Context: an optimization exercise on an open-source flow, tuned for small area. The choices shown serve that exercise and are no tape-out recipe. In this exercise RTL edits were held to simulation tests only and were not proved equivalent to the original. The flow treats the clock pin as an ideal source, which a real chip does not have. Power and IR drop assume default switching activity.

File: flow/run.sh
#!/bin/bash
# Own layout flow: the standard flow (standard.sh) with
#  - the standard synthesis, except that ABC maps the combinational logic
#    with flow/area.abc (own_synth.tcl); registers are mapped before ABC and
#    so are exactly the standard synthesis's; full-adder extraction is
#    skipped so that ABC sees all of the logic;
#  - port buffers of the smallest buffer cell instead of the flow's default;
#  - a clock tree of clkbuf_4/clkbuf_8 without dummy loads.
set -euo pipefail
W=$(pwd)
bash "$W/standard.sh" \
  "SYNTH_SCRIPT=$W/flow/own_synth.tcl" \
  "BUFFER_PORTS_ARGS=-buffer_cell sky130_fd_sc_hd__buf_1" \
  "CTS_ARGS=-sink_clustering_enable -repair_clock_nets -dont_use_dummy_load -buf_list {sky130_fd_sc_hd__buf_6}" \
  finish > "$W/orfs_make.log" 2>&1
File: flow/own_synth.tcl
# Standard synthesis (synth_recipe.tcl) with one change: the ABC pass that maps
# the combinational logic uses area.abc instead of ORFS's script. Registers
# are mapped before ABC runs, so they are the standard synthesis's.
set ::own_abc_script [file join [file dirname [file normalize [info script]]] area.abc]
proc abc {args} {
  set i [lsearch -exact $args -script]
  if { $i >= 0 } {
    set args [lreplace $args [expr {$i + 1}] [expr {$i + 1}] $::own_abc_script]
  }
  yosys abc {*}$args
}
proc extract_fa {args} { puts "own flow: extract_fa skipped" }
source [file join [file dirname [file dirname $::own_abc_script]] synth_recipe.tcl]
File: standard.sh
#!/bin/bash
# synth_recipe.tcl (not shown) runs the flow's synth.tcl, then flattens the netlist and writes it again
# the make line also repeats each setting of config.mk as NAME=value (left out here)
make -C /OpenROAD-flow-scripts/flow DESIGN_CONFIG=/design/flow/config.mk WORK_HOME=/design/flow/orfs CLKGATE_MAP_FILE= SYNTH_SCRIPT=/design/flow/synth_recipe.tcl "${@:-finish}"
File: config.mk
export PLATFORM = sky130hd
export DESIGN_NAME = main
export DESIGN_NICKNAME = main
export VERILOG_FILES = /design/flow/design.v
export SDC_FILE = /design/flow/constraint.sdc
export NUM_CORES = 4
export LEC_CHECK = 0
export CAP_MARGIN = 20
export CORE_MARGIN = 2
export CORE_UTILIZATION = 65
export PLACE_DENSITY = 0.8
export SLEW_MARGIN = 20
File: design.v
module _8bitmultclk(clk,ca,auto,zap,hinib,x,lo,acu,cap);
	input clk;
	input [3:0]ca;
	input auto,zap,hinib;
	input [7:0]x,lo;
	output reg [7:0]acu;
	output reg [3:0]cap;
	reg bor;
	wire yraw=lo[ca[2:0]];
	wire ybit=yraw^bor;
	wire [8:0]acc={1'b0,acu}+(ybit ? x : 8'd0);
	always@(posedge clk)
	begin
		bor<=~ca[3]&((bor&~yraw)|(auto&(ca[2:0]==3'd0)));
		acu<=(ca[3]|zap) ? 8'd0 : acc[8:1];
		if(zap)
			cap<=4'd0;
		else if(~ca[3]&(~ca[2]|hinib))
			cap<={acc[0],cap[3:1]};
	end
endmodule
module debounce(opt,ipt,clk,en,rst_n);
	input ipt;
	input clk,en,rst_n;
	output opt;
	reg [1:0]cnt;
	always@(posedge clk or negedge rst_n)
		if(~rst_n)
			cnt<=2'b00;
		else if(en)
			cnt<={ipt&(cnt[1]|cnt[0]),ipt&~cnt[1]};
	assign opt=cnt[1]&~cnt[0];
endmodule
module displayhex(clk,tick,krst,rst_n,times,nib,seg_leds,seg_nCS);
	input clk,tick,krst,rst_n;
	input [3:0]nib;
	output wire [2:0]times;
	output wire [7:0]seg_leds;
	output wire [5:0]seg_nCS;
	reg [2:0]s;
	reg g;
	reg [3:0]data;
	assign times=g ? {s[1],s[0],~s[2]} : 3'b000;
	always@(posedge clk or negedge rst_n)
		if(!rst_n)
			s<=3'b101;
		else if(krst&&tick)
			s<=times;
	always@(posedge clk)
	begin
		if(!krst)
		begin
			g<=0;
			data<=0;
		end
		else if(tick)
		begin
			g<=1;
			data<=nib;
		end
	end
	assign seg_nCS={s!=3'b000,s!=3'b001,s!=3'b011,s!=3'b111,s!=3'b110,s!=3'b100};
	wire [15:0]sg7=16'h2812,sg6=16'hd860,sg5=16'hd004,sg4=16'h8492,sg3=16'h02ba,sg2=16'h208e,sg1=16'h1083;
	assign seg_leds={sg7[data],sg6[data],sg5[data],sg4[data],sg3[data],sg2[data],sg1[data],1'b1};
endmodule
module frediv(clk,rst_n,ca,tk1k,tk100,tk10,tk2);
	input clk,rst_n;
	output reg [3:0]ca; 
	output wire tk1k,tk100,tk10,tk2;
	reg [3:0]cb; 
	reg [3:0]cc; 
	reg [2:0]cd; 
	wire a3=~ca[2]&ca[1]&ca[0];
	wire b9=cb[3]&cb[0];
	wire c9=cc[3]&cc[0];
	always@(posedge clk or negedge rst_n)
		if(!rst_n)
		begin
			ca<=4'd4;
			cb<=0;
			cc<=0;
			cd<=0;
		end
		else
		begin
			ca<=(ca[3]&ca[0]) ? 4'd0 : ca+1'b1;
			if(a3)
			begin
				cb<=b9 ? 4'd0 : cb+1'b1;
				if(b9)
				begin
					cc<=c9 ? 4'd0 : cc+1'b1;
					if(c9)
						cd<=cd[2] ? 3'd0 : cd+1'b1;
				end
			end
		end
	assign tk1k=ca[3]&~ca[0];
	assign tk100=a3&cb[2]&~cb[1]&~cb[0];
	assign tk10=a3&b9&cc[2]&~cc[1]&~cc[0];
	assign tk2=tk10&cd[1]&~cd[0];
endmodule
module ledshow(en,clk,tick,krst,rst_n,led);
	input en,clk,tick,krst,rst_n;
	output wire [7:0]led;
	reg [2:0]w;
	reg [2:0]l;
	always@(posedge clk)
		w<={3{krst}}&(w+(tick&en));
	always@(posedge clk or negedge rst_n)
		if(!rst_n)
			l<=3'd7;
		else if(krst&&tick)
			l<=en ? w : 3'd7;
	wire p0=(l==3'd0)|(l==3'd6);
	wire p1=(l==3'd1)|(l==3'd5);
	wire p2=(l==3'd2)|(l==3'd4);
	wire p3=(l==3'd3);
	assign led={p0,p1,p2,p3,p3,p2,p1,p0};
endmodule
module main(rst_n,clk,keys,leds,seg_nCS,seg_leds);
	input rst_n;
	input clk;
	input [7:0]keys;
	output wire [7:0]leds;
	output wire [5:0]seg_nCS;
	output wire [7:0]seg_leds;
	localparam [2:0]rststa=3'b000,dpysta=3'b001,atosta=3'b010,adpsta=3'b011,mulsta=3'b110,mdpsta=3'b111;
	wire [3:0]ca;
	wire tk1k,tk100,tk10,tk2;
	frediv tb0(clk,rst_n,ca,tk1k,tk100,tk10,tk2);
	wire krst,key1,key2,key3,key4,key5,key7;
	debounce k1(krst,keys[0],clk,tk100,rst_n);
	debounce k2(key1,keys[1],clk,tk100,rst_n);
	debounce k3(key2,keys[2],clk,tk100,rst_n);
	debounce k4(key3,keys[3],clk,tk100,rst_n);
	debounce k5(key4,keys[4],clk,tk100,rst_n);
	debounce k6(key5,keys[5],clk,tk100,rst_n);
	debounce k8(key7,keys[7],clk,tk100,rst_n);
	reg [2:0]crtsta,nxtsta;
	reg [1:0]nktsta; 
	reg folinic;
	reg flag1,flag2,flag3,flag4,flag5;
	reg [7:0]in1,in2,atoin1;
	always@(posedge clk)
		if(!krst)
			crtsta<=rststa;
		else if(tk1k)
		begin
			if(!key1||!key2||!key3||!key4)
				crtsta<=nxtsta;
			else if(!key5||folinic)
				crtsta<={1'b0,nktsta};
		end
	always@(posedge clk or negedge rst_n)
		if(!rst_n)
		begin
			flag1<=0;
			flag2<=0;
			flag3<=0;
			flag4<=0;
		end
		else if(krst&&tk1k)
		begin
			flag1<=!key1;
			flag2<=!key2;
			flag3<=!key3;
			flag4<=!key4;
		end
	wire mulnow=(crtsta==mulsta);
	wire inc1=tk1k&!key2&!flag2&mulnow;
	wire inc2=tk1k&!key3&!flag3&mulnow;
	always@(posedge clk)
	begin
		in1<={8{krst}}&(in1+inc1);
		in2<={8{krst}}&(in2+inc2);
	end
	always@(posedge clk)
	begin
		if(!krst)
			nxtsta<=rststa;
		else if(tk1k)
		begin
			if(!key4&&!flag4)
				nxtsta<=(crtsta==mdpsta) ? atosta : mdpsta;
			else if(!key3)
				nxtsta<=flag3 ? mulsta : mdpsta;
			else if(!key2)
				nxtsta<=flag2 ? mulsta : mdpsta;
			else if(!key1&&!flag1)
				nxtsta<=(crtsta==rststa) ? dpysta : rststa;
		end
	end
	always@(posedge clk or negedge rst_n)
		if(!rst_n)
			flag5<=0;
		else if(key7&&tk2)
			flag5<=!key5;
	wire atonow=(crtsta==atosta);
	wire [7:0]atoinc=atoin1+1'b1;
	wire inca=tk2&key5&atonow;
	always@(posedge clk)
		atoin1<=key7 ? atoin1+inca : 8'd1;
	always@(posedge clk)
	begin
		if(!key7)
		begin
			nktsta<=atosta[1:0];
			folinic<=0;
		end
		else if(tk2)
		begin
			if(key5)
			begin
				nktsta<=atonow ? adpsta[1:0] : atosta[1:0];
				if(atonow)
					folinic<=1;
			end
			else if(!flag5)
			begin
				if(crtsta==atosta||crtsta==adpsta)
				begin
					nktsta<=dpysta[1:0];
					folinic<=0;
				end
				else
					nktsta<=rststa[1:0];
			end
		end
	end
	wire [7:0]hi=crtsta[2] ? in1 : atoin1; 
	wire [7:0]lo=crtsta[2] ? in2 : atoinc; 
	wire [2:0]times;
	wire [7:0]acu;
	wire [3:0]cap;
	wire auto=!crtsta[2];
	_8bitmultclk mul0(clk,ca,auto,auto&!key7,times==3'b001,hi,lo,acu,cap);
	reg [3:0]nib;
	always@(*)
	begin
		nib=4'h0;
		if(!crtsta[1])
		begin
			if(crtsta[0]) 
				case(times)
					3'b000,3'b111: nib=4'h2;
					3'b110,3'b100: nib=4'h3;
					default: nib=4'h0;
				endcase
		end
		else if(crtsta[0]) 
			case(times)
				3'b000,3'b001: nib=cap;
				3'b011: nib=acu[3:0];
				3'b111: nib=acu[7:4];
				default: nib=4'h0;
			endcase
		else 
			case(times)
				3'b011: nib=lo[3:0];
				3'b111: nib=lo[7:4];
				3'b110: nib=hi[3:0];
				3'b100: nib=hi[7:4];
				default: nib=4'h0;
			endcase
	end
	displayhex magallan(clk,tk1k,krst,rst_n,times,nib,seg_leds,seg_nCS);
	ledshow slience(crtsta==dpysta,clk,tk10,krst,rst_n,leds);
endmodule
File: flow/area.abc
strash
ifraig
scorr
dc2
strash
&get -n
&dch -f
&nf -R 1000 -C 32 -F 4 -A 4
&put
File: constraint.sdc
create_clock -name core_clock -period 20.0 [get_ports {clk}]
set_input_delay 4.0000 -clock core_clock [delete_from_list [all_inputs] [get_ports {clk}]]
set_output_delay 4.0000 -clock core_clock [all_outputs]
set_load 0.01 [all_outputs]
==> results of run 1 <==
## per-layer routing
metal,part of all wire,routed length [um]
met4,0.020,195
met3,0.050,490
met1,0.43,4290
met5,0,0
met2,0.50,4890
## worst paths after layout
path                                      to  slack [ns]  cells after the start
max in group asynchronous          tb0.ca[1]       15.67                      1
worst min-delay path            slience.w[2]        0.46                      1
worst max-delay path             seg_leds[4]       14.26                      6
min in group asynchronous          k8.cnt[0]        3.78                      1
worst max register to register   mul0.acu[6]       15.36                     20
worst min register to register  slience.w[2]        0.46                      1
## registers in the layout, indices dropped and copies added, names as in the netlist, 2 cells and up
register,count
atoin1,8
in1,8
in2,8
mul0.acu,8
magallan.data,4
mul0.cap,4
tb0.ca,4
tb0.cb,4
tb0.cc,4
crtsta,3
magallan.s,3
nxtsta,3
slience.l,3
slience.w,3
tb0.cd,3
k1.cnt,2
k2.cnt,2
k3.cnt,2
k4.cnt,2
k5.cnt,2
k6.cnt,2
k8.cnt,2
nktsta,2
## report_power, final
group | internal (W) | switching [W] | leakage [nW]
registers | 0.000192 | 0.00000293 | 0.922
logic | 0.00000402 | 0.00000906 | 0.918
clock network | 0.0000348 | 0.0000578 | 0.0545
## cell usage in the layout (no fill, tap or decap), types with 9 or more instances in the layout
cell type,n
buf_1,28
buf_6,9
dfxtp_1,54
mux2i_1,9
clkinv_1,9
dfrtp_1,34
and3_1,17
xnor2_1,10
nor2_1,73
nand3_1,14
o21ai_0,38
nand2_1,66
a21oi_1,76
nor3_1,23
## critical path, delay by kind of cell (launching register included)
kind	cells	cell delay, ns
AOI/OAI and AO/OA	1	0.29
buffers and inverters	2	0.32
and+or+nand+nor	3	0.40
DFF	1	0.43
## through the flow
stage / hold WS, ns / setup slack (ns)
after floorplan: 0.422 / 14.83
after global placement: 0.440 / 14.66
after detailed placement: 0.446 / 14.59
after CTS: 0.462 / 14.26
after global routing: 0.499 / 14.11
final: 0.458 / 14.26
## layout make-up
| type | instances | area, um^2 |
|---|---|---|
| fillers | 552 | 1970 |
| clock buffers | 9 | 101 |
| repair buffers | 30 | 118 |
| multi-input cells | 426 | 2340 |
| flip-flops and latches | 94 | 2090 |
| inverters | 9 | 33.8 |
| well taps | 80 | 100 |
## Yosys cell counts (2+ instances only)
library cell   n
o211a_1        2
nand3_1       14
mux2i_1        9
o21ai_0       38
o22a_1         3
or3_1          5
dfrtp_1       34
a221oi_1       2
xor2_1         7
a211oi_1       4
clkinv_1       9
nand4_1        2
nand3b_1       8
o31ai_1        2
nor3_1        23
a21o_1         7
a222oi_1       5
nor2_1        73
xnor2_1       10
nor2b_1        9
a21oi_1       76
or2_0          4
and3_1        17
o221ai_1       2
nand2b_1       6
o21a_1         3
and2_0         3
mux2_1         4
dfstp_2        6
a31oi_1        6
nand2_1       66
nor4_1         2
dfxtp_1       54
o22ai_1        2
buf_4          9
## kinds of logic (layout without fill, tap and decap cells)
logic type / after synthesis / count (layout)
AO/OA/AOI/OAI: 160 / 160
multiplexers: 14 / 14
other: 1 / 1
flip-flops: 94 / 94
XOR/XNOR: 17 / 17
AND/OR/NAND/NOR: 234 / 234
buffers and inverters: 18 / 48
==> qor.txt, run 1 <==
CP startpoint kind - register
post-route cell area - 0.00478 mm^2
Cell Chain, Critical Path - clkinv_1 -> nor2_1 -> nor2_1 -> a211o_1 -> nand3_1 -> buf_1
Area contributors post-synth - dfxtp_1, dfrtp_1, a21oi_1
syn_area_per_cell - 8.42 um^2
Netlist cell types - 47
WL final - 9860 um
proportion of synthesized area in mux cells - 0.0348
Yosys top cell by area - dfxtp_1
synth-to-layout area growth - 5.61%
placed inst area - 0.00468 mm^2
Reg clk slew, reported paths - 0.09 ns
slowest stage delay, CP - 0.43 ns
Port-buffer cells - 29
vias in the first global route - 3592
CP arrival - 1.74 ns
RSZ-0062 raised after global routing - no
CTS buffer count - 9
busiest grt layer - met2
status - finished clean
initial antenna violation count - 0
met2 Track Usage GR - 0.457
I/O pins - 32
sequential cell area fraction in the yosys report - 0.461
CTS tree - built
cts repair resizes - 0
CTS H-Tree Depth - 3
Crit. Startpoint - magallan.data[2]
Crit Path Max Fanout - 6
Synth Cell Area - 0.00453 mm^2
Vias/cell - 6.16
DR iter-0 viols - 244
Setup Viol. Count Final - 0
first-pass GRT wire length - 16200 um
die width - 87.5 um
Placed Cells incl. Taps - 639
gr ovfl total - 0
FP Rows - 30
Routed WL per cell - 15.2 um
hold path start - slience.w[2]
Worst-Margin Slew - 0.859 ns
HP Class - reg -> reg
Post-synth EDFFs - 0
final hold violation count - 0
Final period util - 0.287
static leakage - 1.89 nW
Final ANT Viol Nets - 0
Net count, final - 580
Worst path slowest cell - dfxtp_1
Seq cells post-synth - 94
Die Y - 87.5 um
minimum clock period - 5.74 ns
simple-gate share of the synthesized area - 0.240
# hold bufs at CTS - 0
worst skew pair latency - 0.33 ns
routability cong. - 0.878
CTS root buffer - buf_6
Synth Area in Compound Gates - 0.208
post-route setup TNS - 0 ns
postcts setup bufs - 0
share of cells above drive strength 1 - 0.0335
Mapped Cells - 538
utilization after layout - 0.708
dpl hpwl - 7190 um
main combinational cell family by area after synthesis - simple AND/OR/NAND/NOR gates
total power - 0.000300 W
Sink Count - 94
r2r startpoint - atoin1[0]
Setup Skew - 0.0305 ns
IR drop worst, VDD - 0.0000476 V
max-capacitance violation count - 0
syn_nets - 548
Antenna diodes - 0
YS warnings - 6
met1 usage - 0.344
largest net degree at the start of global routing - 41
Pwr Density - 62.8 mW/mm^2
Overall Global Routing Usage - 0.271
drt pass-1 iters - 6
Synth top area share - 0.239
critical path capture point type - output pin
drc violations - 0
core area - 0.00676 mm^2
CP dominant cell by count - nor2_1
ys async rst share - 0.426
fmax - 174 MHz
met3 Use GR - 0.0607
Synth Area in XOR/XNOR - 0.0329
Final Non-Filler Cells - 648
kind of critical path - reg -> out
CP required - 16.00 ns
total vias in the final route - 3989
Longest Clk Path Bufs - 2
Pins Over Slew Limit - 0
die area - 0.00765 mm^2
Most used DFF post-synth - dfxtp_1
Max-slew headroom - 0.427
Post-Synth Adder-Cell Area - 0
Initial Util - 0.670
==> inputs of run 2 (changes only) <==
--- a/flow/run.sh
+++ b/flow/run.sh
@@ -11,5 +11,5 @@
 bash "$W/standard.sh" \
   "SYNTH_SCRIPT=$W/flow/own_synth.tcl" \
   "BUFFER_PORTS_ARGS=-buffer_cell sky130_fd_sc_hd__buf_1" \
-  "CTS_ARGS=-sink_clustering_enable -repair_clock_nets -dont_use_dummy_load -buf_list {sky130_fd_sc_hd__buf_6}" \
+  "CTS_ARGS=-sink_clustering_enable -repair_clock_nets -dont_use_dummy_load -buf_list {sky130_fd_sc_hd__buf_4} -root_buf sky130_fd_sc_hd__buf_8" \
   finish > "$W/orfs_make.log" 2>&1
==> qor.txt, run 2 <==
status - finished clean
total vias in the final route - 3999
Routed WL per cell - 15.1 um
Worst R2R Path Depth - 20
routability cong. - 0.878
CP required - 16.00 ns
Max-slew headroom - 0.426
Setup Skew - 0.0269 ns
CTS tree - built
Setup Viol. Count Final - 0
Die Y - 87.5 um
Final ANT Viol Nets - 0
WL final - 9800 um
I/O pins - 32
Netlist cell types - 47
cts repair resizes - 0
Longest Clk Path Bufs - 2
Pwr Density - 66.0 mW/mm^2
Mapped Cells - 538
Sink Count - 94
Placed Cells incl. Taps - 639
Net count, final - 580
Area contributors post-synth - dfxtp_1, dfrtp_1, a21oi_1
Seq cells post-synth - 94
Pins Over Slew Limit - 0
core area - 0.00676 mm^2
critical path capture point type - output pin
largest net degree at the start of global routing - 41
dpl hpwl - 7190 um
Post-synth EDFFs - 0
worst skew pair latency - 0.32 ns
syn_area_per_cell - 8.42 um^2
Overall Global Routing Usage - 0.274
crit path to - seg_leds[4]
minimum clock period - 5.73 ns
Synth top area share - 0.239
r2r startpoint - atoin1[0]
DR iter-0 viols - 228
Port-buffer cells - 29
drt pass-1 iters - 5
syn_nets - 548
YS warnings - 6
RSZ-0062 raised after global routing - no
CP startpoint kind - register
utilization after layout - 0.713
Worst-Margin Slew - 0.860 ns
Synth Cell Area - 0.00453 mm^2
share of cells above drive strength 1 - 0.0335
# hold bufs at CTS - 0
HP Class - reg -> reg
max-capacitance violation count - 0
initial antenna violation count - 0
Synth top cells by count - a21oi_1, nor2_1, nand2_1
sequential cell area fraction in the yosys report - 0.461
r2r setup slk - 15.34 ns
Crit Path Max Fanout - 6
Yosys top cell by area - dfxtp_1
Vias/cell - 6.17
post-route setup TNS - 0 ns
CTS root buffer - buf_8
die area - 0.00765 mm^2
postcts setup bufs - 0
static leakage - 1.91 nW
kind of critical path - reg -> out
Final Non-Filler Cells - 648
count leader, synth - a21oi_1
die width - 87.5 um
Reg clk slew, reported paths - 0.08 ns
Initial Util - 0.670
CTS H-Tree Depth - 3
vias in the first global route - 3620
CTS buffer count - 9
ys async rst share - 0.426
IR drop worst, VDD - 0.0000495 V
final hold violation count - 0
most common cell after layout, fill and taps aside - a21oi_1
Most used DFF post-synth - dfxtp_1
CP arrival - 1.73 ns
RR Endpoint - mul0.acu[6]
Antenna diodes - 0
first-pass GRT wire length - 16300 um
fmax - 174 MHz
gr ovfl total - 0
Crit. Startpoint - magallan.data[2]
FP Rows - 30
synth-to-layout area growth - 6.35%
drc violations - 0
Final period util - 0.287
most frequent cells in the layout - a21oi_1, nor2_1, nand2_1
==> run 2: changes by cell type in the layout (fill, tap and decap cells not counted) <==
cell	previous run	this run
buf_6	9	0
buf_8	0	9
==> run 2: how the worst min path moves through the flow <==
stage,startpoint,end,depth (start not counted)
detailed placement,slience.w[2],slience.w[2],1
CTS,slience.w[2],slience.w[2],1
finish,slience.w[2],slience.w[2],1
global route,folinic,folinic,2
floorplan,in1[7],in1[7],1
global placement,slience.w[2],slience.w[2],1
==> run 2: metal layers <==
layer / vias to the layer above / part of all wire / track usage
li1: 1990 / - / -
met4: 0 / 0.025 / 0.106
met3: 24 / 0.049 / 0.0739
met1: 1873 / 0.43 / 0.340
met5: - / 0 / 0
met2: 112 / 0.49 / 0.456
==> run 2: cells by family after synthesis <==
kind of cell    synth area share
compound gates             0.208
xor+xnor                  0.0329
flops                      0.461
other cells             0.000828
simple gates               0.240
mux                       0.0348
buf+inv                   0.0224
==> run 2: final cells by class <==
type | count | area, um^2
Multi-Input combinational cell | 426 | 2340
Timing Repair Buffer | 30 | 118
Sequential cell | 94 | 2090
Fill cell | 554 | 1940
Tap cell | 80 | 100
Inverter | 9 | 33.8
Clock buffer | 9 | 135
==> run 2: worst max-delay path, cell delays in order, from the launching register on <==
cell	delay, ns
dfxtp_1	0.42
clkinv_1	0.17
nor2_1	0.24
nor2_1	0.09
a211o_1	0.29
nand3_1	0.07
buf_1	0.15
==> run 2: per-stage QoR <==
step / power, W / hold WS (ns) / area, um^2 / setup WS [ns]
2_1_floorplan: 0.000206 / 0.422 / 4530 / 14.83
3_3_place_gp: 0.000211 / 0.440 / 4680 / 14.66
3_5_place_dp: 0.000211 / 0.446 / 4680 / 14.59
4_1_cts: 0.000320 / 0.460 / 4810 / 14.27
5_1_grt: 0.000331 / 0.496 / 4820 / 14.11
6_report: 0.000318 / 0.456 / 4820 / 14.27
==> run 2: report_power, final <==
part | internal, W | switching (W)
clock | 0.0000486 | 0.0000615
sequential | 0.000192 | 0.00000293
combinational | 0.00000402 | 0.00000901
==> inputs of run 3 (changes only) <==
==> flow/run.sh (replaced) <==
#!/bin/bash
# Own layout flow: the standard flow (standard.sh) with
#  - the standard synthesis, except for how the combinational logic is
#    mapped (own_synth.tcl): full-adder extraction is skipped, and ABC runs
#    each of the scripts flow/a*.abc, keeping the smallest result. Registers
#    are mapped before ABC, so they are exactly the standard synthesis's;
#  - global placement without timing-driven mode, after removing synthesis's
#    port buffers as timing-driven mode would (pre_gpl.tcl);
#  - port buffers of the smallest buffer cell instead of the flow's default;
#  - a clock tree of clkbuf_4/clkbuf_8 without dummy loads.
set -euo pipefail
W=$(pwd)
bash "$W/standard.sh" \
  "SYNTH_SCRIPT=$W/flow/own_synth.tcl" \
  "PRE_GLOBAL_PLACE_TCL=$W/flow/pre_gpl.tcl" \
  "BUFFER_PORTS_ARGS=-buffer_cell sky130_fd_sc_hd__buf_1" \
  "CTS_ARGS=-sink_clustering_enable -repair_clock_nets -dont_use_dummy_load -buf_list {sky130_fd_sc_hd__clkbuf_4 sky130_fd_sc_hd__clkbuf_8}" \
  finish > "$W/orfs_make.log" 2>&1
==> flow/a01.abc (new file) <==
strash
ifraig
scorr
dc2
strash
&get -n
&dch -f
&nf -R 1000 -C 32 -F 4 -A 4
&put
==> flow/a02.abc (new file) <==
strash
ifraig
scorr
dc2
strash
&get -n
&dch -f
&nf -R 1000 -C 32
&put
==> flow/a04.abc (new file) <==
strash
ifraig
scorr
dc2
strash
&get -n
&dch
&nf -R 1000 -C 32
&put
==> flow/a05.abc (new file) <==
strash
ifraig
scorr
dc2
strash
&get -n
&dch -f
&nf -R 1000 -C 32 -F 8 -A 8
&put
==> flow/a06.abc (new file) <==
strash
ifraig
scorr
dc2
strash
&get -n
&dch -f
&nf -R 1000 -C 24 -F 4 -A 4
&put
==> flow/own_synth.tcl (replaced) <==
# Standard synthesis (synth_recipe.tcl) with two changes to how the
# combinational logic is mapped; registers are mapped before either, so they
# are exactly the standard synthesis's.
#  - Full-adder extraction is skipped, so that ABC sees all of the logic.
#  - ABC maps the logic with each of the scripts a*.abc here, and the
#    smallest result (by liberty cell area) is kept.
set ::own_dir [file dirname [file normalize [info script]]]
proc extract_fa {args} { puts "own flow: extract_fa skipped" }
proc abc {args} {
  set i [lsearch -exact $args -script]
  set best {}
  set best_area {}
  yosys design -save own_pre_abc
  foreach script [lsort [glob -directory $::own_dir a*.abc]] {
    yosys design -load own_pre_abc
    set a [lreplace $args [expr {$i + 1}] [expr {$i + 1}] $script]
    if { [catch { yosys abc {*}$a } err] } {
      puts "own flow: ABC script [file tail $script] failed: $err"
      continue
    }
    set lib_args {}
    foreach lib $::env(LIB_FILES) { lappend lib_args -liberty $lib }
    set txt [yosys tee -q -s result.string stat {*}$lib_args]
    regexp {Chip area for module '[^']*': ([0-9.]+)} $txt -> area
    puts "own flow: ABC script [file tail $script]: area $area"
    if { $best_area eq {} || $area < $best_area } {
      set best_area $area
      set best $script
    }
  }
  yosys design -load own_pre_abc
  if { $best eq {} } {
    set best [lindex $args [expr {$i + 1}]]
  }
  puts "own flow: keeping ABC script [file tail $best] (area $best_area)"
  yosys abc {*}[lreplace $args [expr {$i + 1}] [expr {$i + 1}] $best]
}
source [file join [file dirname $::own_dir] synth_recipe.tcl]
==> flow/pre_gpl.tcl (new file) <==
# Own flow, before global placement (which runs without timing-driven mode):
# remove the buffers synthesis put on ports, as timing-driven placement would
# do first; the ports get their own buffers right after this.
remove_buffers
--- a/config.mk
+++ b/config.mk
@@ -7,6 +7,7 @@
 export LEC_CHECK = 0
 export CAP_MARGIN = 20
 export CORE_MARGIN = 2
-export CORE_UTILIZATION = 65
-export PLACE_DENSITY = 0.8
+export CORE_UTILIZATION = 40
+export GPL_TIMING_DRIVEN = 0
+export PLACE_DENSITY = 0.6
 export SLEW_MARGIN = 20
removed: flow/area.abc
==> qor.txt, run 3 <==
status - finished clean
Cell Chain, Critical Path - clkinv_1 -> nor2_1 -> nor2_1 -> a211o_1 -> nand3_1 -> buf_1
I/O pins - 32
# hold bufs at CTS - 0
Most used DFF post-synth - dfxtp_1
Post-synth EDFFs - 0
syn_nets - 548
post-route setup TNS - 0 ns
Max-slew headroom - 0.448
Yosys top cell by area - dfxtp_1
Netlist cell types - 47
total power - 0.000309 W
routability cong. - 0.874
CTS buffer count - 9
vias in the first global route - 3715
CTS tree - built
drc violations - 0
CP startpoint kind - register
RSZ-0062 raised after global routing - no
Initial Util - 0.414
Overall Global Routing Usage - 0.171
FP Rows - 38
CP dominant cell by count - nor2_1
Longest Clk Path Bufs - 2
kind of critical path - reg -> out
HP Class - reg -> reg
cts repair resizes - 0
Crit Path Max Fanout - 6
CTS root buffer - clkbuf_8
CP arrival - 1.82 ns
Area contributors post-synth - dfxtp_1, dfrtp_1, a21oi_1
sequential cell area fraction in the yosys report - 0.461
synth-to-layout area growth - 8.07%
Setup Skew - 0.0206 ns
gr ovfl total - 0
largest net degree at the start of global routing - 33
Setup Viol. Count Final - 0
fmax - 172 MHz
most common cell after layout, fill and taps aside - a21oi_1
Antenna diodes - 0
initial antenna violation count - 0
Final period util - 0.291
WL final - 10200 um
max-capacitance violation count - 0
Net count, final - 580
YS warnings - 6
r2r startpoint - atoin1[0]
die area - 0.0122 mm^2
hold path start - slience.w[2]
Port-buffer cells - 29
# fillers - 1108
final hold violation count - 0
share of cells above drive strength 1 - 0.0352
Pwr Density - 63.2 mW/mm^2
dpl hpwl - 7540 um
Crit. Startpoint - magallan.data[2]
most frequent cells in the layout - a21oi_1, nor2_1, nand2_1
Mapped Cells - 538
Final ANT Viol Nets - 0
Vias/cell - 5.51
total vias in the final route - 3901
Sink Count - 94
DR iter-0 viols - 227
die width - 110 um
Synth Cell Area - 0.00453 mm^2
minimum clock period - 5.82 ns
syn_area_per_cell - 8.42 um^2
slowest stage delay, CP - 0.43 ns
critical path's top delay family - flip-flops
utilization after layout - 0.448
Synth top area share - 0.239
IR drop worst, VDD - 0.0000361 V
Pins Over Slew Limit - 0
CP Buf/Inv Count - 2
core area - 0.0109 mm^2
static leakage - 1.91 nW
drt pass-1 iters - 5
CTS H-Tree Depth - 3
Worst path slowest cell - dfxtp_1
Die Y - 110 um
Seq cells post-synth - 94
critical path capture point type - output pin
postcts setup bufs - 0
ys async rst share - 0.426
worst skew pair latency - 0.36 ns
first-pass GRT wire length - 17600 um
Routed WL per cell - 14.5 um
Worst-Margin Slew - 0.828 ns
count leader, synth - a21oi_1
Reg clk slew, reported paths - 0.09 ns
CP required - 16.00 ns
Synth top cells by count - a21oi_1, nor2_1, nand2_1
## run 3: kinds of logic (layout without fill, tap and decap cells)
| group | Yosys count | after routing | synth area share |
|---|---|---|---|
| muxes | 14 | 14 | 0.0348 |
| DFF | 94 | 94 | 0.461 |
| AOI/OAI and AO/OA | 160 | 160 | 0.208 |
| other | 1 | 1 | 0.000828 |
| buffers and inverters | 18 | 48 | 0.0224 |
| and+or+nand+nor | 234 | 234 | 0.240 |
| xor gates and xnor gates | 17 | 17 | 0.0329 |
## run 3: area by class of cell
| type | instances | area [um^2] | area share |
|---|---|---|---|
| Multi-Input combinational cell | 426 | 2340 | 0.478 |
| Sequential cell | 94 | 2090 | 0.427 |
| Tap cell | 140 | 175 | 0.0358 |
| Timing Repair Buffer | 30 | 130 | 0.0266 |
| Clock buffer | 9 | 124 | 0.0253 |
| Inverter | 9 | 33.8 | 0.00690 |
## run 3: worst paths after layout
kind | to | slack (ns) | cells past startpoint
worst min register to register | slience.w[2] | 0.46 | 1
max in group asynchronous | slience.l[0] | 15.93 | 2
worst max-delay path | seg_leds[4] | 14.18 | 6
min in group asynchronous | k2.cnt[0] | 3.54 | 1
worst max register to register | mul0.acu[7] | 15.35 | 19
worst min-delay path | slience.w[2] | 0.46 | 1
## run 3: report_power, final
group	leakage, nW	internal (W)	switching (W)
Sequential	0.923	0.000192	0.00000304
Clock	0.0647	0.0000405	0.0000608
Combinational	0.922	0.00000441	0.00000900
## run 3: layer usage
layer  global-route usage  up-vias  share of wire
li1                     -     1991              -
met5                    0        -              0
met3               0.0307       18          0.036
met1                0.233     1824           0.48
met2                0.276       68           0.46
met4               0.0575        0          0.020
## run 3: through the flow
step                      setup slack, ns  instances  hold slack (ns)  area (um^2)
after floorplan                     14.83        538            0.422         4530
after global placement              14.03        698            0.442         4750
after detailed placement            14.58        699            0.445         4770
after CTS                           14.20        708            0.465         4890
after global routing                14.08        708            0.478         4890
final                               14.18        708            0.460         4890
==> inputs of run 4 (changes only) <==
==> flow/run.sh (replaced) <==
#!/bin/bash
# Own layout flow: the standard flow (standard.sh) with
#  - the standard synthesis, except for how the combinational logic is
#    mapped (own_synth.tcl): full-adder extraction is skipped, and ABC runs
#    each of the scripts flow/a*.abc, keeping the smallest result. Registers
#    are mapped before ABC, so they are exactly the standard synthesis's;
#  - port buffers of the smallest buffer cell instead of the flow's default;
#  - a clock tree of buf_4 without dummy loads, with the buffers whose
#    clock sinks would see a high slew upsized to buf_6 (post_cts.tcl).
# Each tool's log is in orfs/logs/; make's output is in orfs_make.log.
set -euo pipefail
W=$(pwd)
bash "$W/standard.sh" \
  "SYNTH_SCRIPT=$W/flow/own_synth.tcl" \
  "BUFFER_PORTS_ARGS=-buffer_cell sky130_fd_sc_hd__buf_1" \
  "CTS_ARGS=-sink_clustering_enable -repair_clock_nets -dont_use_dummy_load -buf_list {sky130_fd_sc_hd__buf_4}" \
  "POST_CTS_TCL=$W/flow/post_cts.tcl" \
  finish > "$W/orfs_make.log" 2>&1
==> flow/post_cts.tcl (new file) <==
estimate_parasitics -placement
set own_resized 0
foreach inst [[ord::get_db_block] getInsts] {
  set name [$inst getName]
  if { ![string match "clkbuf_*" $name] } { continue }
  if { [[$inst getMaster] getName] ne "sky130_fd_sc_hd__buf_4" } { continue }
  set worst 0
  foreach pin [get_pins -of_objects [get_nets -of_objects [get_pins $name/X]]] {
    set s [get_property $pin slew_max]
    if { $s > $worst } { set worst $s }
  }
  if { $worst > 0.100 } {
    replace_cell $name sky130_fd_sc_hd__buf_6
    incr own_resized
  }
}
puts "own flow: upsized $own_resized clock buffers to buf_6"
if { $own_resized > 0 } {
  detailed_placement
  check_placement -verbose
}
--- a/config.mk
+++ b/config.mk
@@ -7,7 +7,6 @@
 export LEC_CHECK = 0
 export CAP_MARGIN = 20
 export CORE_MARGIN = 2
-export CORE_UTILIZATION = 40
-export GPL_TIMING_DRIVEN = 0
-export PLACE_DENSITY = 0.6
+export CORE_UTILIZATION = 75
+export PLACE_DENSITY = 0.88
 export SLEW_MARGIN = 20
removed: flow/pre_gpl.tcl
==> qor.txt, run 4 <==
final hold violation count - 0
hold path cells - 1
slowest stage delay, CP - 0.42 ns
DR iter-0 viols - 405
Reg clk slew, reported paths - 0.09 ns
Final period util - 0.286
Net count, final - 580
CP required - 16.00 ns
worst skew pair latency - 0.33 ns
largest net degree at the start of global routing - 41
Setup Viol. Count Final - 0
max-capacitance violation count - 0
placed inst area - 0.00467 mm^2
Final Non-Filler Cells - 643
hold path start - in1[7]
CP dominant cell by count - nor2_1
I/O pins - 32
CP startpoint kind - register
share of cells above drive strength 1 - 0.0335
Area contributors post-synth - dfxtp_1, dfrtp_1, a21oi_1
syn_area_per_cell - 8.42 um^2
Vias/cell - 6.34
Most used DFF post-synth - dfxtp_1
initial antenna violation count - 0
die area - 0.00668 mm^2
utilization after layout - 0.809
drc violations - 0
vias in the first global route - 3624
Synth top cells by count - a21oi_1, nor2_1, nand2_1
post-route setup TNS - 0 ns
Die Y - 81.7 um
final hold slack - 0.463 ns
Synth Cell Area - 0.00453 mm^2
Hold Path End - in1[7]
Pwr Density - 61.6 mW/mm^2
core area - 0.00589 mm^2
die width - 81.7 um
r2r setup slk - 15.32 ns
Cell Chain, Critical Path - clkinv_1 -> nor2_1 -> nor2_1 -> a211o_1 -> nand3_1 -> buf_1
Synth top area share - 0.239
gr ovfl total - 0
Routed WL per cell - 16.0 um
static leakage - 1.89 nW
critical path's top delay family - flip-flops
status - finished clean
Setup Skew - 0.0222 ns
RR Endpoint - mul0.acu[7]
r2r startpoint - atoin1[0]
Initial Util - 0.770
Worst path slowest cell - dfxtp_1
critical path capture point type - output pin
Worst-Margin Slew - 0.865 ns
syn_nets - 548
drt pass-1 iters - 6
Yosys top cell by area - dfxtp_1
FP Rows - 28
Pins Over Slew Limit - 0
IR drop worst, VDD - 0.0000600 V
Antenna diodes - 0
Post-synth EDFFs - 0
Sink Count - 94
Overall Global Routing Usage - 0.322
Max-slew headroom - 0.423
Final ANT Viol Nets - 0
most frequent cells in the layout - a21oi_1, nor2_1, nand2_1
fmax - 175 MHz
count leader, synth - a21oi_1
post-route cell area - 0.00476 mm^2
Placed Cells incl. Taps - 634
HP Class - reg -> reg
ys async rst share - 0.426
total vias in the final route - 4074
CP arrival - 1.73 ns
# fillers - 431
kind of critical path - reg -> out
synth-to-layout area growth - 5.14%
most common cell after layout, fill and taps aside - a21oi_1
CTS tree - built
Netlist cell types - 47
WL final - 10300 um
first-pass GRT wire length - 16300 um
routability cong. - 0.925
minimum clock period - 5.73 ns
Crit Path Max Fanout - 6
Mapped Cells - 538
Port-buffer cells - 29
YS warnings - 6
CP Buf/Inv Count - 2
Worst R2R Path Depth - 19
dpl hpwl - 7370 um
RSZ-0062 raised after global routing - no
sequential cell area fraction in the yosys report - 0.461
Seq cells post-synth - 94
[run 4: cells by family after synthesis]
kind of cell,Yosys count,synth area share
compound gates,160,0.208
flops,94,0.461
buf+inv,18,0.0224
simple gates,234,0.240
xor+xnor,17,0.0329
mux,14,0.0348
other cells,1,0.000828
[run 4: final cells by class]
class	count	area (um^2)	share of cell area
clock buffers	9	86.3	0.0181
inverters	9	33.8	0.00709
repair buffers	30	118	0.0247
well taps	75	93.8	0.0197
multi-input cells	426	2340	0.492
flip-flops and latches	94	2090	0.439
[run 4: worst reg2reg max path, stage by stage, from the launching register on]
cell and delay (ns):
dfxtp_1 0.47, and3_1 0.31, and3_1 0.32, nand3_1 0.15, xnor2_1 0.15, o21ai_0 0.17
mux4_2 0.51, a21oi_1 0.31, xor2_1 0.34, nor2_1 0.15, xor2_1 0.24, nand2_1 0.11
a21oi_1 0.19, a21o_1 0.12, nand2_1 0.08, a21o_1 0.22, a21o_1 0.21, a21o_1 0.21
a21o_1 0.19, a21boi_0 0.15
[run 4: worst max-delay path by stage]
stage          slack (ns)  cells past startpoint              from     endpoint
6_report            14.27                      6  magallan.data[2]  seg_leds[4]
5_1_grt             14.10                      6  magallan.data[2]  seg_leds[4]
2_1_floorplan       14.83                      3  magallan.data[0]  seg_leds[6]
3_5_place_dp        14.63                      6  magallan.data[2]  seg_leds[4]
3_3_place_gp        14.69                      6  magallan.data[2]  seg_leds[4]
[run 4: metal layers]
| metal | GRT usage | part of all wire | wire length, um | up-vias |
|---|---|---|---|---|
| li1 | - | - | - | 1984 |
| met1 | 0.379 | 0.41 | 4210 | 1911 |
| met2 | 0.565 | 0.51 | 5220 | 152 |
| met3 | 0.0824 | 0.059 | 610 | 27 |
| met4 | 0.122 | 0.022 | 227 | 0 |
| met5 | 0 | 0 | 0 | - |
[run 4: stage by stage]
step	total power [W]	setup slack, ns
global placement	0.000211	14.69
detailed placement	0.000212	14.63
global route	0.000302	14.10
finish	0.000294	14.27
floorplan	0.000206	14.83
[run 4: power breakdown]
group | switching [W] | total (W) | internal [W]
combinational | 0.00000915 | 0.0000132 | 0.00000402
sequential | 0.00000309 | 0.000195 | 0.000192
clock | 0.0000560 | 0.0000857 | 0.0000297
total | 0.0000682 | 0.000294 | 0.000225
==> inputs of run 5 (changes only) <==
--- a/config.mk
+++ b/config.mk
@@ -7,6 +7,6 @@
 export LEC_CHECK = 0
 export CAP_MARGIN = 20
 export CORE_MARGIN = 2
-export CORE_UTILIZATION = 75
-export PLACE_DENSITY = 0.88
+export CORE_UTILIZATION = 65
+export PLACE_DENSITY = 0.8
 export SLEW_MARGIN = 20
==> qor.txt, run 5 <==
CTS tree - built
met3 Use GR - 0.0616
P_int - 0.000227 W
Initial Util - 0.670
Setup Skew - 0.0280 ns
Sink Count - 94
final hold slack - 0.457 ns
RSZ-0062 raised after global routing - no
Die Y - 87.5 um
CP required - 16.00 ns
Overall Global Routing Usage - 0.273
most frequent cells in the layout - a21oi_1, nor2_1, nand2_1
Port-buffer cells - 29
sequential power share - 0.659
CP Buf/Inv Count - 2
Switching Share - 0.232
Mapped Cells - 538
Cell Chain, Critical Path - clkinv_1 -> nor2_1 -> nor2_1 -> a211o_1 -> nand3_1 -> buf_1
DR iter-0 viols - 255
Reg clk slew, reported paths - 0.09 ns
YS warnings - 6
drt pass-1 iters - 6
Setup Viol. Count Final - 0
Crit Path Max Fanout - 6
Pins Over Slew Limit - 0
Post-synth EDFFs - 0
vias in the first global route - 3603
core area - 0.00676 mm^2
static leakage - 1.89 nW
Synth top cells by count - a21oi_1, nor2_1, nand2_1
routability cong. - 0.878
CP startpoint kind - register
die area - 0.00765 mm^2
minimum clock period - 5.78 ns
CP dominant cell by count - nor2_1
Vias/cell - 6.14
total vias in the final route - 3977
status - finished clean
IR drop worst, VDD - 0.0000476 V
worst skew pair latency - 0.33 ns
Most used DFF post-synth - dfxtp_1
Synth top area share - 0.239
gr ovfl total - 0
largest net degree at the start of global routing - 41
ys async rst share - 0.426
CP arrival - 1.78 ns
initial antenna violation count - 0
net switching power - 0.0000686 W
Yosys top cell by area - dfxtp_1
most common cell after layout, fill and taps aside - a21oi_1
drc violations - 0
Net count, final - 580
share of cells above drive strength 1 - 0.0335
first-pass GRT wire length - 16200 um
synth-to-layout area growth - 5.36%
Antenna diodes - 0
count leader, synth - a21oi_1
Seq cells post-synth - 94
kind of critical path - reg -> out
Area contributors post-synth - dfxtp_1, dfrtp_1, a21oi_1
I/O pins - 32
slowest stage delay, CP - 0.44 ns
Worst-Margin Slew - 0.868 ns
critical path capture point type - output pin
HP Class - reg -> reg
WL final - 9820 um
fmax - 173 MHz
Worst path slowest cell - dfxtp_1
met2 Track Usage GR - 0.454
busiest grt layer - met2
Netlist cell types - 47
Max-slew headroom - 0.421
clock power share - 0.296
final hold violation count - 0
syn_nets - 548
die width - 87.5 um
syn_area_per_cell - 8.42 um^2
critical path's top delay family - flip-flops
FP Rows - 30
Final period util - 0.289
sequential cell area fraction in the yosys report - 0.461
Final ANT Viol Nets - 0
Pwr Density - 61.9 mW/mm^2
Synth Cell Area - 0.00453 mm^2
Comb power frac - 0.045
met1 usage - 0.344
total power - 0.000295 W
post-route setup TNS - 0 ns
max-capacitance violation count - 0
Routed WL per cell - 15.2 um
dpl hpwl - 7190 um
## run 5: cells by family (layout without fill, tap and decap cells)
logic type | after synthesis | in the layout | share of synthesized area
multiplexers | 14 | 14 | 0.0348
flip-flops | 94 | 94 | 0.461
AO/OA/AOI/OAI | 160 | 160 | 0.208
buffers and inverters | 18 | 48 | 0.0224
other | 1 | 1 | 0.000828
XOR/XNOR | 17 | 17 | 0.0329
AND/OR/NAND/NOR | 234 | 234 | 0.240
## run 5: worst paths after layout
| path | from | to | slack [ns] | cells past startpoint |
|---|---|---|---|---|
| min in group asynchronous | rst_n | tb0.ca[0] | 3.78 | 1 |
| max in group asynchronous | rst_n | magallan.s[1] | 15.67 | 1 |
| max | magallan.data[2] | seg_leds[4] | 14.22 | 6 |
| max reg2reg | atoin1[0] | mul0.acu[7] | 15.34 | 19 |
| min | in2[7] | in2[7] | 0.46 | 1 |
| min reg2reg | in2[7] | in2[7] | 0.46 | 1 |
## run 5: cell type report
class | count | area (um^2)
Multi-Input combinational cell | 426 | 2340
Sequential cell | 94 | 2090
Fill cell | 554 | 1980
Timing Repair Buffer | 30 | 118
Tap cell | 80 | 100
Clock buffer | 9 | 90.1
Inverter | 9 | 33.8
## run 5: metrics by stage
step / std cells / util / worst slack, ns / cell area (um^2)
after global placement: 639 / 0.693 / 14.66 / 4680
after detailed placement: 639 / 0.693 / 14.59 / 4680
after global routing: 648 / 0.706 / 14.08 / 4770
final: 648 / 0.706 / 14.22 / 4770
after floorplan: 538 / - / 14.83 / 4530
## run 5: routing by layer
| layer | wire (um) | part of all wire |
|---|---|---|
| met2 | 4860 | 0.49 |
| met1 | 4260 | 0.43 |
| met4 | 223 | 0.023 |
| met5 | 0 | 0 |
| met3 | 484 | 0.049 |
## run 5: power by group through the flow
stage	sequential [W]	clock (W)	combinational [W]
6_report	0.000195	0.0000875	0.0000131
5_1_grt	0.000195	0.0000982	0.0000148
3_5_place_dp	0.000198	0	0.0000130
3_3_place_gp	0.000198	0	0.0000126
2_1_floorplan	0.000198	0	0.00000801

-- static timing again, ports no longer ideal --
Ports are ideal in the flow. The routed layouts listed here were re-timed in OpenROAD. Step 1 (the two cells are an assumption about what drives the block):
set clk [get_ports {clk}]
set_driving_cell -lib_cell sky130_fd_sc_hd__clkbuf_16 $clk
set_driving_cell -lib_cell sky130_fd_sc_hd__buf_2 [delete_from_list [all_inputs] $clk]
Step 2 times the ports against the registers' clock, not the clock port: input delays grow and output delays shrink by t, the midpoint of the rising clock arrivals with the driver on. Three values: no drivers, after step 1, after step 2; two values: the first two.
run | t (ns) | setup WS [ns] | hold WS [ns] | pins driven straight from the clock port
run 1 | 0.345 | 14.256 / 14.224 / 14.569 | 0.458 / 0.458 / 0.458 | 1
run 2 | 0.339 | 14.269 / 14.234 / 14.573 | 0.456 / 0.456 / 0.456 | 1
run 3 | 0.382 | 14.182 / 14.150 / 14.532 | 0.460 / 0.460 / 0.460 | 1
run 4 | 0.348 | 14.273 / 14.240 / 14.588 | 0.463 / 0.463 / 0.463 | 1
run 5 | 0.349 | 14.218 / 14.186 / 14.535 | 0.457 / 0.457 / 0.457 | 1
After both steps setup and hold are still met in every run listed.
